Background: an optimization exercise with open tools, aiming at small area, a short achievable clock period and few clock cycles. Do not read the settings as production practice.
Where RTL was checked, it was by simulation tests only, not by an equivalence proof against the original.
Function not checked in run 1: the RTL went through the layout flow alone.
The clock port is modelled as an ideal driver; clocking choices that lean on that would not hold on a real chip.
Power and IR drop assume default switching activity.

==> design/flow/standard.sh <==
#!/bin/bash
# synth_recipe.tcl (not shown) runs the flow's synth.tcl, then flattens the netlist and writes it again
# the make line also repeats each setting of config.mk as NAME=value (left out here)
make -C /OpenROAD-flow-scripts/flow DESIGN_CONFIG=/design/flow/config.mk WORK_HOME=/design/flow/orfs CLKGATE_MAP_FILE= SYNTH_SCRIPT=/design/flow/synth_recipe.tcl "${@:-finish}"
==> design/flow/constraint.sdc <==
create_clock -name core_clock -period 4.5 [get_ports {clk}]
set_input_delay 0.9000 -clock core_clock [delete_from_list [all_inputs] [get_ports {clk}]]
set_output_delay 0.9000 -clock core_clock [all_outputs]
set_load 0.01 [all_outputs]
==> design/flow/flow/post_grt.tcl <==
# After global routing: the same sizing with global-route parasitics, then
# legalize, update the global routes and rewrite the route guides.
source [file join [file dirname [info script]] sizeopt.tcl]
log_cmd global_route -start_incremental
log_cmd estimate_parasitics -global_routing
so_run 6 40
log_cmd detailed_placement
log_cmd global_route -end_incremental \
  -congestion_report_file $::env(REPORTS_DIR)/congestion_post_sizeopt.rpt
log_cmd estimate_parasitics -global_routing
report_worst_slack -max
report_design_area
write_guides $::env(RESULTS_DIR)/route.guide
==> design/flow/config.mk <==
export PLATFORM = sky130hd
export DESIGN_NAME = top_fsm
export DESIGN_NICKNAME = top_fsm
export VERILOG_FILES = /design/flow/design.v
export SDC_FILE = /design/flow/constraint.sdc
export NUM_CORES = 4
export LEC_CHECK = 0
export CAP_MARGIN = 20
export CORE_MARGIN = 2
export CORE_UTILIZATION = 75
export CTS_CLUSTER_DIAMETER = 80
export CTS_CLUSTER_SIZE = 30
export SETUP_SLACK_MARGIN = 1.5
export SLEW_MARGIN = 20
export SYNTH_HIERARCHICAL = 1
==> design/flow/flow/sizeopt.tcl <==
# Greedy gate sizing on the worst paths: try each same-function size of
# every cell on the worst paths and keep the one that helps most.
proc so_metric {} {
  set ws [sta::worst_slack_cmd max]
  set tot 0.0
  foreach p [get_ports -filter "direction == output"] {
    set s [get_property $p slack_max]
    if {$s ne "" && $s < 1e10} { set tot [expr {$tot + $s}] }
  }
  return [expr {$ws + 0.02 * $tot}]
}
proc so_candidates {master} {
  if {![regexp {^(sky130_fd_sc_hd__[a-z0-9]+)_([0-9]+)$} $master -> base drv]} { return {} }
  set out {}
  foreach lc [get_lib_cells ${base}_*] {
    set n [get_name $lc]
    if {[regexp "^${base}_\[0-9\]+\$" $n]} { lappend out $n }
  }
  return $out
}
proc so_run {passes npaths} {
  for {set pass 0} {$pass < $passes} {incr pass} {
    set insts {}
    foreach path [find_timing_paths -path_delay max -group_path_count $npaths -endpoint_path_count 4 -unique_paths_to_endpoint] {
      foreach pt [get_property $path points] {
        set pname [get_full_name [get_property $pt pin]]
        set k [string last "/" $pname]
        if {$k < 0} continue
        set iname [string range $pname 0 [expr {$k - 1}]]
        if {[regexp {[\[\]$\\]} $iname]} continue
        if {[lsearch -exact $insts $iname] < 0} { lappend insts $iname }
      }
    }
    set changed 0
    foreach iname $insts {
      set inst [get_cells $iname]
      set master [get_property $inst ref_name]
      if {[string match "*df*" $master] || [string match "*clkbuf*" $master]} continue
      set cands [so_candidates $master]
      if {[llength $cands] < 2} continue
      set best $master
      set bestm [so_metric]
      foreach c $cands {
        if {$c eq $master} continue
        replace_cell $iname $c
        set m [so_metric]
        if {$m > $bestm + 1e-4} { set bestm $m; set best $c }
      }
      replace_cell $iname $best
      if {$best ne $master} { incr changed }
    }
    puts "sizeopt pass $pass: [llength $insts] cells, $changed changed, worst slack [sta::worst_slack_cmd max]"
    if {$changed == 0} break
  }
}
==> design/flow/flow/post_cts.tcl <==
# After CTS: greedy sizing of the cells on the worst setup paths, then
# legalize the placement again.
source [file join [file dirname [info script]] sizeopt.tcl]
log_cmd estimate_parasitics -placement
so_run 8 40
log_cmd detailed_placement
check_placement -verbose
log_cmd estimate_parasitics -placement
report_worst_slack -max
report_design_area
==> design/flow/flow/run.sh <==
#!/bin/bash
# The standard layout (standard synthesis included), with an extra gate
# sizing pass on the worst setup paths after CTS and after global routing
# (flow/post_cts.tcl, flow/post_grt.tcl, flow/sizeopt.tcl). Make's full
# output goes to flow_make.log; each step's own log is under orfs/logs.
set -euo pipefail
W=$(pwd)
bash standard.sh POST_CTS_TCL="$W/flow/post_cts.tcl" POST_GLOBAL_ROUTE_TCL="$W/flow/post_grt.tcl" finish > "$W/flow_make.log" 2>&1
==> design/flow/design.v <==
module ram_dp_async_read
#(parameter WIDTH = 8,
  parameter DEPTH = 16,
  parameter DEPTH_LOG = $clog2(DEPTH))
(
 input clk,
 input wr_n,
 input [DEPTH_LOG-1:0] addr_wr,
 input [DEPTH_LOG-1:0] addr_rd,
 input [WIDTH-1:0] data_wr,
 output [WIDTH-1:0] data_rd
);
    reg [WIDTH-1:0] ram [0:DEPTH-1];
    always @(posedge clk) begin
        if(wr_n) begin
            ram[addr_wr] <= data_wr;
        end
    end
    assign data_rd = ram[addr_rd];
endmodule
module rd_inv(input a, output y);
    assign y = ~a;
endmodule
module rd_nand2(input a, input b, output y);
    assign y = ~(a & b);
endmodule
module rd_nor2(input a, input b, output y);
    assign y = ~(a | b);
endmodule
module rd_aoi22(input a1, input a2, input b1, input b2, output y);
    assign y = ~((a1 & a2) | (b1 & b2));
endmodule
module rd_nand4(input a, input b, input c, input d, output y);
    assign y = ~(a & b & c & d);
endmodule
module rd_or2(input a, input b, output y);
    assign y = a | b;
endmodule
module top_fsm(
        input clk,
        input rst_n,
        input        ram_in_we,
        input [4 :0] ram_in_addr_wr,
        input [7 :0] ram_in_data_wr,
        input [3 :0] ram_out_addr_rd,
        output [15:0] ram_out_data_rd,
        input opmode_in,
        output reg done_out
);
    reg [7:0] ram_in [0:31];
    reg [15:0] ram_out [0:15];
    integer i;
    always @(posedge clk) begin
        if (ram_in_we)
            ram_in[ram_in_addr_wr] <= ram_in_data_wr;
    end
    always @(posedge clk) begin
        if (opmode_in)
            for (i = 0; i < 16; i = i + 1)
                ram_out[i] <= {ram_in[2*i], ram_in[2*i+1]};
    end
    wire [3:0]  a = ram_out_addr_rd;
    wire [3:0]  an;
    wire [3:0]  pre_lo_n, pre_hi_n;
    wire [15:0] sel;
    genvar k, b, p;
    generate
        for (k = 0; k < 4; k = k + 1) begin : g_inv
            rd_inv u_inv (.a(a[k]), .y(an[k]));
        end
        for (k = 0; k < 4; k = k + 1) begin : g_pre
            rd_nand2 u_lo (.a(k[1] ? a[1] : an[1]), .b(k[0] ? a[0] : an[0]), .y(pre_lo_n[k]));
            rd_nand2 u_hi (.a(k[1] ? a[3] : an[3]), .b(k[0] ? a[2] : an[2]), .y(pre_hi_n[k]));
        end
        for (k = 0; k < 16; k = k + 1) begin : g_sel
            rd_nor2 u_sel (.a(pre_hi_n[k / 4]), .b(pre_lo_n[k % 4]), .y(sel[k]));
        end
        for (b = 0; b < 16; b = b + 1) begin : g_bit
            wire [7:0] pair_n;
            wire [1:0] half;
            for (p = 0; p < 8; p = p + 1) begin : g_pair
                rd_aoi22 u_pair (.a1(sel[2*p]),   .a2(ram_out[2*p][b]),
                                 .b1(sel[2*p+1]), .b2(ram_out[2*p+1][b]),
                                 .y(pair_n[p]));
            end
            rd_nand4 u_h0 (.a(pair_n[0]), .b(pair_n[1]), .c(pair_n[2]), .d(pair_n[3]), .y(half[0]));
            rd_nand4 u_h1 (.a(pair_n[4]), .b(pair_n[5]), .c(pair_n[6]), .d(pair_n[7]), .y(half[1]));
            rd_or2   u_out (.a(half[0]), .b(half[1]), .y(ram_out_data_rd[b]));
        end
    endgenerate
    always @(posedge clk or negedge rst_n) begin
        if (!rst_n)
            done_out <= 1'b0;
        else if (opmode_in)
            done_out <= 1'b1;
    end
endmodule
==> impl_metrics.prom, run 1 <==
# TYPE chip_impl_metric gauge
chip_impl_info{name="status",value="no timing/DRC/antenna violations"} 1
chip_impl_metric{name="dp.cells",unit=""} 1144
chip_impl_metric{name="syn_area",unit="sq um"} 17700
chip_impl_metric{name="detail_route.first_pass.iterations",unit=""} 5
chip_impl_metric{name="die-area",unit="sq um"} 24800
chip_impl_info{name="timing.critical_path.mode_cell",value="sky130_fd_sc_hd__buf_8"} 1
chip_impl_metric{name="worstMarginPinSlew",unit="ps"} 1140
chip_impl_metric{name="synth_seq_cells",unit=""} 513
chip_impl_metric{name="timing.final.crit_share",unit=""} 0.748
chip_impl_metric{name="crit_fanout",unit=""} 6
chip_impl_metric{name="n_fill_cell",unit=""} 860
chip_impl_info{name="r2r_start",value="done_out"} 1
chip_impl_metric{name="post_drt_via_cell_ratio",unit=""} 6.84
chip_impl_metric{name="fin_worst_skew",unit="ps"} 31.2
chip_impl_info{name="timing.critical_path.slowest_stage_cell",value="sky130_fd_sc_hd__nor2_2"} 1
chip_impl_metric{name="antenna_violations_before_repair",unit=""} 1
chip_impl_metric{name="grt_pass1_vias",unit=""} 8217
chip_impl_metric{name="timing.final.setup_violations",unit=""} 0
chip_impl_metric{name="avgSynthCellArea",unit="sq um"} 23.0
chip_impl_metric{name="clk_pin_slew_worst_paths",unit="ps"} 100
chip_impl_metric{name="drt_wl_total",unit="um"} 39100
chip_impl_metric{name="mappedNetlistNets",unit=""} 789
chip_impl_metric{name="fp.coreArea",unit="sq um"} 23300
chip_impl_metric{name="fin_util",unit=""} 0.869
chip_impl_metric{name="drv_slew",unit=""} 0
chip_impl_metric{name="die_y",unit="um"} 158
chip_impl_metric{name="post_layout_nonfiller_instances",unit=""} 1221
chip_impl_metric{name="vias",unit=""} 8357
chip_impl_metric{name="power_density",unit="nW/um^2"} 396
chip_impl_metric{name="grt_max_degree",unit=""} 97
chip_impl_metric{name="hold_slack",unit="ps"} 393
chip_impl_metric{name="areaGrowthSynthToFinish",unit="%"} 14.7
chip_impl_metric{name="gp_routability_congestion",unit=""} 0.821
chip_impl_info{name="critical_path_class",value="input port to output port"} 1
chip_impl_metric{name="finish.net_count",unit=""} 916
chip_impl_metric{name="leakage",unit="nW"} 6.51
chip_impl_metric{name="post-route-min-period",unit="ps"} 3370
chip_impl_metric{name="maxClockFrequency",unit="GHz"} 0.297
chip_impl_metric{name="critical_path_arrival",unit="ps"} 2470
chip_impl_metric{name="final_design_area_no_fill",unit="sq um"} 20300
chip_impl_metric{name="n_antenna_cell",unit=""} 0
chip_impl_metric{name="grt-ovfl-total",unit=""} 0
chip_impl_metric{name="grt_first_pass_wirelength",unit="um"} 54000
chip_impl_info{name="critical_path.cell_chain",value="buf_12 > inv_6 > nand2_4 > buf_8 > nor2_2 > buf_8 > a22oi_2 > nand4_1 > or2_0 > buf_1"} 1
chip_impl_metric{name="drv_cap",unit=""} 0
chip_impl_metric{name="synth-seq-area-share",unit=""} 0.871
chip_impl_info{name="cpLargestDelayFamily",value="buffers and inverters"} 1
chip_impl_info{name="crit_path_end_kind",value="output port"} 1
chip_impl_info{name="mostFrequentLayoutCells",value="512 x sky130_fd_sc_hd__edfxtp_1, 109 x sky130_fd_sc_hd__a22oi_2, 23 x sky130_fd_sc_hd__nor2_1, 23 x sky130_fd_sc_hd__nand4_1, 23 x sky130_fd_sc_hd__buf_6"} 1
chip_impl_metric{name="synth_cell_type_count",unit=""} 18
chip_impl_metric{name="ff2ff_setup_slack",unit="ps"} 3710
chip_impl_metric{name="detail_route.drc_violations",unit=""} 0
chip_impl_metric{name="port-buffer-count",unit=""} 37
chip_impl_info{name="cts_tree",value="yes"} 1
chip_impl_metric{name="dpl_cell_area",unit="sq um"} 18700
chip_impl_info{name="most_common_cell_after_layout_fill_and_taps_aside",value="sky130_fd_sc_hd__edfxtp_1"} 1
chip_impl_metric{name="peakVddDrop",unit="mV"} 0.390
chip_impl_info{name="hp-start",value="ram_in[14][5]"} 1
chip_impl_metric{name="initial_utilization",unit=""} 0.758
chip_impl_metric{name="path_buf_inv",unit=""} 5
chip_impl_metric{name="worst_slew_margin",unit=""} 0.235
chip_impl_metric{name="detailedPlacementHpwl",unit="um"} 19800
chip_impl_metric{name="die_w",unit="um"} 158
chip_impl_metric{name="critical_path_required",unit="ps"} 3600
chip_impl_metric{name="report.final.hold_viol_count",unit=""} 0
chip_impl_info{name="critical_path.startpoint_type",value="input port"} 1
chip_impl_metric{name="clock_latency",unit="ps"} 560
chip_impl_metric{name="critical-path-max-stage-delay",unit="ps"} 310
chip_impl_metric{name="synth.yosys.warnings",unit=""} 9
chip_impl_metric{name="route.antenna.remaining_nets",unit=""} 0
chip_impl_metric{name="track_usage",unit=""} 0.313
chip_impl_metric{name="syn_inst",unit=""} 768
chip_impl_metric{name="drive_above_1_share",unit=""} 0.313
chip_impl_metric{name="wl_cell",unit="um"} 32.0
chip_impl_metric{name="number_of_placement_rows",unit=""} 56
chip_impl_metric{name="detail_route.iter0.violations",unit=""} 1010
chip_impl_metric{name="num_io_pins",unit=""} 38
chip_impl_info{name="hold_path_class",value="register to register"} 1
chip_impl_info{name="timing.critical_path.from",value="ram_out_addr_rd[2]"} 1
chip_impl_metric{name="cts_num_sinks",unit=""} 513
-- modules after synthesis, one instance, submodules excluded --
module / flops+latches / area [sq um] / cells
top_fsm: 513 / 15700 / 564
rd_aoi22: 0 / 12.5 / 1
rd_nand4: 0 / 6.26 / 1
rd_or2: 0 / 6.26 / 1
rd_inv: 0 / 3.75 / 1
rd_nand2: 0 / 3.75 / 1
rd_nor2: 0 / 3.75 / 1
-- layer usage --
layer | track usage | vias to the layer above | share of wire
met2 | 0.540 | 568 | 0.52
met3 | 0.0427 | 92 | 0.088
met5 | 0 | - | 0
li1 | - | 3429 | -
met4 | 0.0810 | 0 | 0.031
met1 | 0.434 | 4268 | 0.36
-- registers in the layout, indices dropped and copies added, names as in the netlist --
signal    cells
ram_out     256
done_out      1
ram_in      256
-- report_power, final --
| group | leakage (nW) | switching [W] | internal (W) |
|---|---|---|---|
| logic | 1.41 | 0.000265 | 0.000144 |
| registers | 4.82 | 0.0000485 | 0.00535 |
| clock network | 0.280 | 0.00133 | 0.000886 |
| total | 6.51 | 0.00164 | 0.00638 |
-- synth_stat cells --
library cell                instances  share of area
sky130_fd_sc_hd__or2_2              1        0.00035
sky130_fd_sc_hd__edfxtp_1         512           0.87
sky130_fd_sc_hd__nand2b_1           4         0.0014
sky130_fd_sc_hd__nor3_1             7         0.0020
sky130_fd_sc_hd__or4b_4             1        0.00078
sky130_fd_sc_hd__dfrtp_1            1         0.0014
sky130_fd_sc_hd__nor2_1            40         0.0085
sky130_fd_sc_hd__nand4b_1           3         0.0015
sky130_fd_sc_hd__a22oi_2          128          0.091
sky130_fd_sc_hd__nand4_1           33          0.012
sky130_fd_sc_hd__nor3_2             1        0.00057
sky130_fd_sc_hd__or2_1             16         0.0057
sky130_fd_sc_hd__clkbuf_1           2        0.00042
sky130_fd_sc_hd__buf_6              1        0.00064
sky130_fd_sc_hd__buf_2              1        0.00028
sky130_fd_sc_hd__nand4bb_1          3         0.0019
sky130_fd_sc_hd__inv_1              4        0.00085
sky130_fd_sc_hd__nand2_1           10         0.0021
-- kinds of logic (layout without fill, tap and decap cells) --
logic type,count (synthesis),count (layout),synth area share
buffers and inverters,8,142,0.00219
AOI/OAI and AO/OA,128,128,0.0906
DFF,513,513,0.871
and+or+nand+nor,119,119,0.0364
-- layout make-up --
type                       instances  area (sq um)  area share
clock buffer                      29           556      0.0274
clock inverter                     1          30.0     0.00148
inverter                           4          42.5     0.00210
multi-input combinational        247          2630       0.130
sequential                       513         15400       0.759
tap                              319           399      0.0197
timing repair buffer             108          1220      0.0604
-- final timing paths --
check	end	cells past startpoint
setup / recovery	ram_out_data_rd[1]	10
hold / removal	ram_out[7][13]	0
setup reg to reg	done_out	1
hold reg to reg	ram_out[7][13]	0
max in group asynchronous	done_out	1
min in group asynchronous	done_out	1
-- through the flow --
| step | power [W] | setup slack (ps) | TNS, ps |
|---|---|---|---|
| 3_3_place_gp | 0.00582 | -5.08 | -5.08 |
| 2_1_floorplan | 0.00562 | 1510 | 0 |
| 3_5_place_dp | 0.00584 | 57.7 | 0 |
| 6_report | 0.00803 | 1130 | 0 |
==> run 2, diff against run 1 <==
==> design/flow/design.v (replaced) <==
module ram_dp_async_read
#(parameter WIDTH = 8,
  parameter DEPTH = 16,
  parameter DEPTH_LOG = $clog2(DEPTH))
(
 input clk,
 input wr_n,
 input [DEPTH_LOG-1:0] addr_wr,
 input [DEPTH_LOG-1:0] addr_rd,
 input [WIDTH-1:0] data_wr,
 output [WIDTH-1:0] data_rd
);
    reg [WIDTH-1:0] ram [0:DEPTH-1];
    always @(posedge clk) begin
        if(wr_n) begin
            ram[addr_wr] <= data_wr;
        end
    end
    assign data_rd = ram[addr_rd];
endmodule
module top_fsm(
        input clk,
        input rst_n,
        input        ram_in_we,
        input [4 :0] ram_in_addr_wr,
        input [7 :0] ram_in_data_wr,
        input [3 :0] ram_out_addr_rd,
        output [15:0] ram_out_data_rd,
        input opmode_in,
        output reg done_out
);
    reg [7:0] ram_in [0:31];
    reg [15:0] ram_out [0:15];
    integer i, j;
    always @(posedge clk) begin
        if (ram_in_we)
            ram_in[ram_in_addr_wr] <= ram_in_data_wr;
    end
    always @(posedge clk) begin
        if (opmode_in)
            for (i = 0; i < 16; i = i + 1)
                ram_out[i] <= {ram_in[2*i], ram_in[2*i+1]};
    end
    reg [3:0]  sel_lo, sel_hi;
    reg [15:0] grp [0:3];
    reg [15:0] rd;
    always @(*) begin
        for (j = 0; j < 4; j = j + 1) begin
            sel_lo[j] = (ram_out_addr_rd[1:0] == j);
            sel_hi[j] = (ram_out_addr_rd[3:2] == j);
        end
        for (i = 0; i < 4; i = i + 1) begin
            grp[i] = 16'd0;
            for (j = 0; j < 4; j = j + 1)
                grp[i] = grp[i] | ({16{sel_lo[j]}} & ram_out[4*i+j]);
        end
        rd = 16'd0;
        for (i = 0; i < 4; i = i + 1)
            rd = rd | ({16{sel_hi[i]}} & grp[i]);
    end
    assign ram_out_data_rd = rd;
    always @(posedge clk or negedge rst_n) begin
        if (!rst_n)
            done_out <= 1'b0;
        else if (opmode_in)
            done_out <= 1'b1;
    end
endmodule
--- a/design/flow/config.mk
+++ b/design/flow/config.mk
@@ -14,2 +14 @@
 export SLEW_MARGIN = 20
-export SYNTH_HIERARCHICAL = 1
==> impl_metrics.prom, run 2 <==
# TYPE chip_impl_metric gauge
chip_impl_info{name="status",value="no timing/DRC/antenna violations"} 1
chip_impl_metric{name="grt-ovfl-total",unit=""} 0
chip_impl_metric{name="grt_pass1_vias",unit=""} 7500
chip_impl_metric{name="fin_util",unit=""} 0.833
chip_impl_metric{name="cts_num_sinks",unit=""} 513
chip_impl_metric{name="drt_wl_total",unit="um"} 34300
chip_impl_metric{name="drv_slew",unit=""} 0
chip_impl_metric{name="clk_pin_slew_worst_paths",unit="ps"} 100
chip_impl_metric{name="wl_met3",unit="um"} 2820
chip_impl_metric{name="finalSetupTns",unit="ps"} 0
chip_impl_info{name="synthTopCellsByArea",value="sky130_fd_sc_hd__edfxtp_1 87%, sky130_fd_sc_hd__mux4_2 6.9%, sky130_fd_sc_hd__mux4_1 1.5%"} 1
chip_impl_metric{name="dpl_cell_area",unit="sq um"} 18400
chip_impl_metric{name="async_set_reset_flop_share_out_of_synthesis",unit=""} 0.00195
chip_impl_metric{name="drive_above_1_share",unit=""} 0.223
chip_impl_metric{name="n_fill_cell",unit=""} 1005
chip_impl_metric{name="synth.yosys.warnings",unit=""} 3
chip_impl_metric{name="synth_cell_type_count",unit=""} 22
chip_impl_metric{name="power_density",unit="nW/um^2"} 413
chip_impl_metric{name="synth-seq-area-share",unit=""} 0.876
chip_impl_metric{name="power.total",unit="W"} 0.00801
chip_impl_metric{name="comb_power_share",unit=""} 0.054
chip_impl_metric{name="grt_first_pass_wirelength",unit="um"} 50100
chip_impl_metric{name="number_of_enable_flip_flop_cells_after_synthesis",unit=""} 512
chip_impl_metric{name="n_antenna_cell",unit=""} 0
chip_impl_info{name="crit_path_end_kind",value="output port"} 1
chip_impl_metric{name="netSwitchingFraction",unit=""} 0.200
chip_impl_metric{name="finish.net_count",unit=""} 805
chip_impl_metric{name="fp.coreArea",unit="sq um"} 23300
chip_impl_metric{name="critical_path_arrival",unit="ps"} 2330
chip_impl_metric{name="detailedPlacementHpwl",unit="um"} 17700
chip_impl_metric{name="detail_route.drc_violations",unit=""} 0
chip_impl_metric{name="fin_worst_skew",unit="ps"} 33.2
chip_impl_metric{name="report.final.hold_viol_count",unit=""} 0
chip_impl_metric{name="clock_power_share",unit=""} 0.274
chip_impl_metric{name="areaGrowthSynthToFinish",unit="%"} 10.2
chip_impl_info{name="yosysMostFrequentCell",value="sky130_fd_sc_hd__edfxtp_1"} 1
chip_impl_metric{name="synth_top_area_share",unit=""} 0.874
chip_impl_metric{name="post-route-min-period",unit="ps"} 3230
chip_impl_metric{name="mappedNetlistNets",unit=""} 718
chip_impl_metric{name="clock_latency",unit="ps"} 560
chip_impl_metric{name="peakVddDrop",unit="mV"} 0.470
chip_impl_metric{name="route.antenna.remaining_nets",unit=""} 0
chip_impl_metric{name="syn_area",unit="sq um"} 17600
chip_impl_metric{name="crit_fanout",unit=""} 8
chip_impl_metric{name="num_io_pins",unit=""} 38
chip_impl_metric{name="drv_cap",unit=""} 0
chip_impl_metric{name="port-buffer-count",unit=""} 37
chip_impl_metric{name="leakage",unit="nW"} 6.18
chip_impl_metric{name="initial_utilization",unit=""} 0.756
chip_impl_metric{name="timing.final.setup_violations",unit=""} 0
chip_impl_metric{name="timing.final.crit_share",unit=""} 0.718
chip_impl_metric{name="gp_routability_congestion",unit=""} 0.739
chip_impl_info{name="synthDominantAreaCellType",value="sky130_fd_sc_hd__edfxtp_1"} 1
chip_impl_metric{name="grt_max_degree",unit=""} 128
chip_impl_info{name="most_common_cell_after_layout_fill_and_taps_aside",value="sky130_fd_sc_hd__edfxtp_1"} 1
chip_impl_metric{name="worst_slew_margin",unit=""} 0.309
chip_impl_metric{name="worstMarginPinSlew",unit="ps"} 1030
chip_impl_metric{name="final_design_area_no_fill",unit="sq um"} 19400
chip_impl_metric{name="die_w",unit="um"} 157
chip_impl_metric{name="track_usage",unit=""} 0.292
chip_impl_metric{name="wl_cell",unit="um"} 30.9
chip_impl_info{name="synth.cells.most_frequent",value="512 x sky130_fd_sc_hd__edfxtp_1, 54 x sky130_fd_sc_hd__mux4_2, 34 x sky130_fd_sc_hd__nor2_1"} 1
chip_impl_metric{name="post_drt_via_cell_ratio",unit=""} 6.72
chip_impl_metric{name="antenna_violations_before_repair",unit=""} 0
chip_impl_metric{name="dr_wl_met2",unit="um"} 17400
chip_impl_metric{name="share_of_power_burned_in_registers",unit=""} 0.672
chip_impl_metric{name="maxClockFrequency",unit="GHz"} 0.310
chip_impl_metric{name="synth_seq_cells",unit=""} 513
chip_impl_metric{name="wirelength_met1",unit="um"} 13000
chip_impl_metric{name="total_switching_power",unit="W"} 0.00160
chip_impl_metric{name="number_of_placement_rows",unit=""} 56
chip_impl_info{name="highest-signal-layer",value="met4"} 1
chip_impl_metric{name="internal-power",unit="W"} 0.00641
chip_impl_metric{name="avgSynthCellArea",unit="sq um"} 25.2
chip_impl_info{name="hold_path_class",value="register to register"} 1
chip_impl_info{name="critical_path.startpoint_type",value="input port"} 1
chip_impl_info{name="mostFrequentLayoutCells",value="512 x sky130_fd_sc_hd__edfxtp_1, 60 x sky130_fd_sc_hd__mux4_2, 34 x sky130_fd_sc_hd__nor2_1"} 1
chip_impl_metric{name="detail_route.iter0.violations",unit=""} 945
chip_impl_metric{name="die-area",unit="sq um"} 24700
chip_impl_info{name="synth_flop_cell",value="sky130_fd_sc_hd__edfxtp_1"} 1
chip_impl_info{name="critical_path_class",value="input port to output port"} 1
chip_impl_info{name="top_regs",value="ram_in x256, ram_out x256, done_out x1"} 1
chip_impl_metric{name="ff2ff_setup_slack",unit="ps"} 3670
chip_impl_metric{name="detail_route.first_pass.iterations",unit=""} 5
chip_impl_metric{name="die_y",unit="um"} 157
chip_impl_metric{name="syn_inst",unit=""} 697
chip_impl_info{name="cts_tree",value="yes"} 1
chip_impl_metric{name="vias",unit=""} 7461
chip_impl_metric{name="critical_path_required",unit="ps"} 3600
==> run 2: cell types whose count changed after synthesis, sizes merged, moves of 7 or more <==
cell | previous run | this run
nor3 | 8 | 0
nand2 | 10 | 17
a22oi | 128 | 32
mux4 | 0 | 64
or2 | 17 | 1
nand4 | 33 | 0
buf | 2 | 12
==> run 2: critical path: stages <==
cell	delay, ps
sky130_fd_sc_hd__buf_12	120
sky130_fd_sc_hd__buf_4	190
sky130_fd_sc_hd__mux4_2	540
sky130_fd_sc_hd__a22oi_1	320
sky130_fd_sc_hd__nand2_1	100
sky130_fd_sc_hd__buf_1	140
==> run 2: logic make-up (layout without fill, tap and decap cells) <==
logic type / after synthesis / count (layout) / synth area share
simple gates: 66 / 66 / 0.0169
buf+inv: 22 / 117 / 0.00968
mux: 64 / 64 / 0.0841
compound gates: 32 / 32 / 0.0137
flops: 513 / 513 / 0.876
==> run 2: stage by stage <==
step / worst slack (ps) / hold WS, ps / cells
2_1_floorplan: 1570 / 400 / 697
3_3_place_gp: 488 / 400 / 1048
3_5_place_dp: 493 / 405 / 1048
6_report: 1270 / 424 / 1111
==> run 2: final timing paths <==
kind	start	endpoint	depth (start not counted)
min in group asynchronous	rst_n	done_out	1
max	ram_out_addr_rd[0]	ram_out_data_rd[15]	6
max in group asynchronous	rst_n	done_out	1
min reg2reg	ram_in[1][1]	ram_out[0][1]	0
max reg2reg	done_out	done_out	1
min	ram_in[1][1]	ram_out[0][1]	0
==> run 2: power by group through the flow <==
stage	Sequential [W]	Combinational, W	Clock, W
global placement	0.00548	0.000360	0
finish	0.00538	0.000429	0.00220
detailed placement	0.00549	0.000371	0
floorplan	0.00547	0.000166	0
==> run 2: final cells by class <==
type	instances	area [sq um]	share of cell area
Clock inverter	2	38.8	0.00200
Tap cell	319	399	0.0206
Clock buffer	29	556	0.0287
Timing Repair Buffer	86	860	0.0444
Sequential cell	513	15400	0.795
Multi-Input combinational cell	162	2130	0.110
==> run 2: metal layers <==
layer | track usage | up-vias
li1 | - | 3048
met1 | 0.427 | 3861
met2 | 0.485 | 481
met3 | 0.0380 | 71
met4 | 0.0788 | 0
met5 | 0 | -
Testbench counts of run 2, summed over its fixed seeds: cycles 5,207.

==> port drivers added, routing unchanged <==
Ports are ideal in the flow. The routed layouts listed here were re-timed in OpenROAD. Step 1, drivers: a clkbuf_16 drives clk and a buf_2 each remaining input, both assumed. Step 2 also shifts input and output timing later by t, the mid clock arrival at the registers, as if the neighbouring blocks saw the same clock. Three values: ideal ports, drivers, drivers and shift; two values: the first two.
run	t (ns)	setup slack, ns	clock arrival spread, ns	worst slew at a driven data input, ns
run 1	0.577	1.132 / 1.076 / 1.051	0.059 / 0.058	0.08
run 2	0.590	1.269 / 1.057 / 1.057	0.034 / 0.034	0.21
After both steps setup and hold are still met in every run listed. For run 2, which loses most, drivers alone change the setup slack by -0.212 ns; drivers and shift together by -0.212 ns.
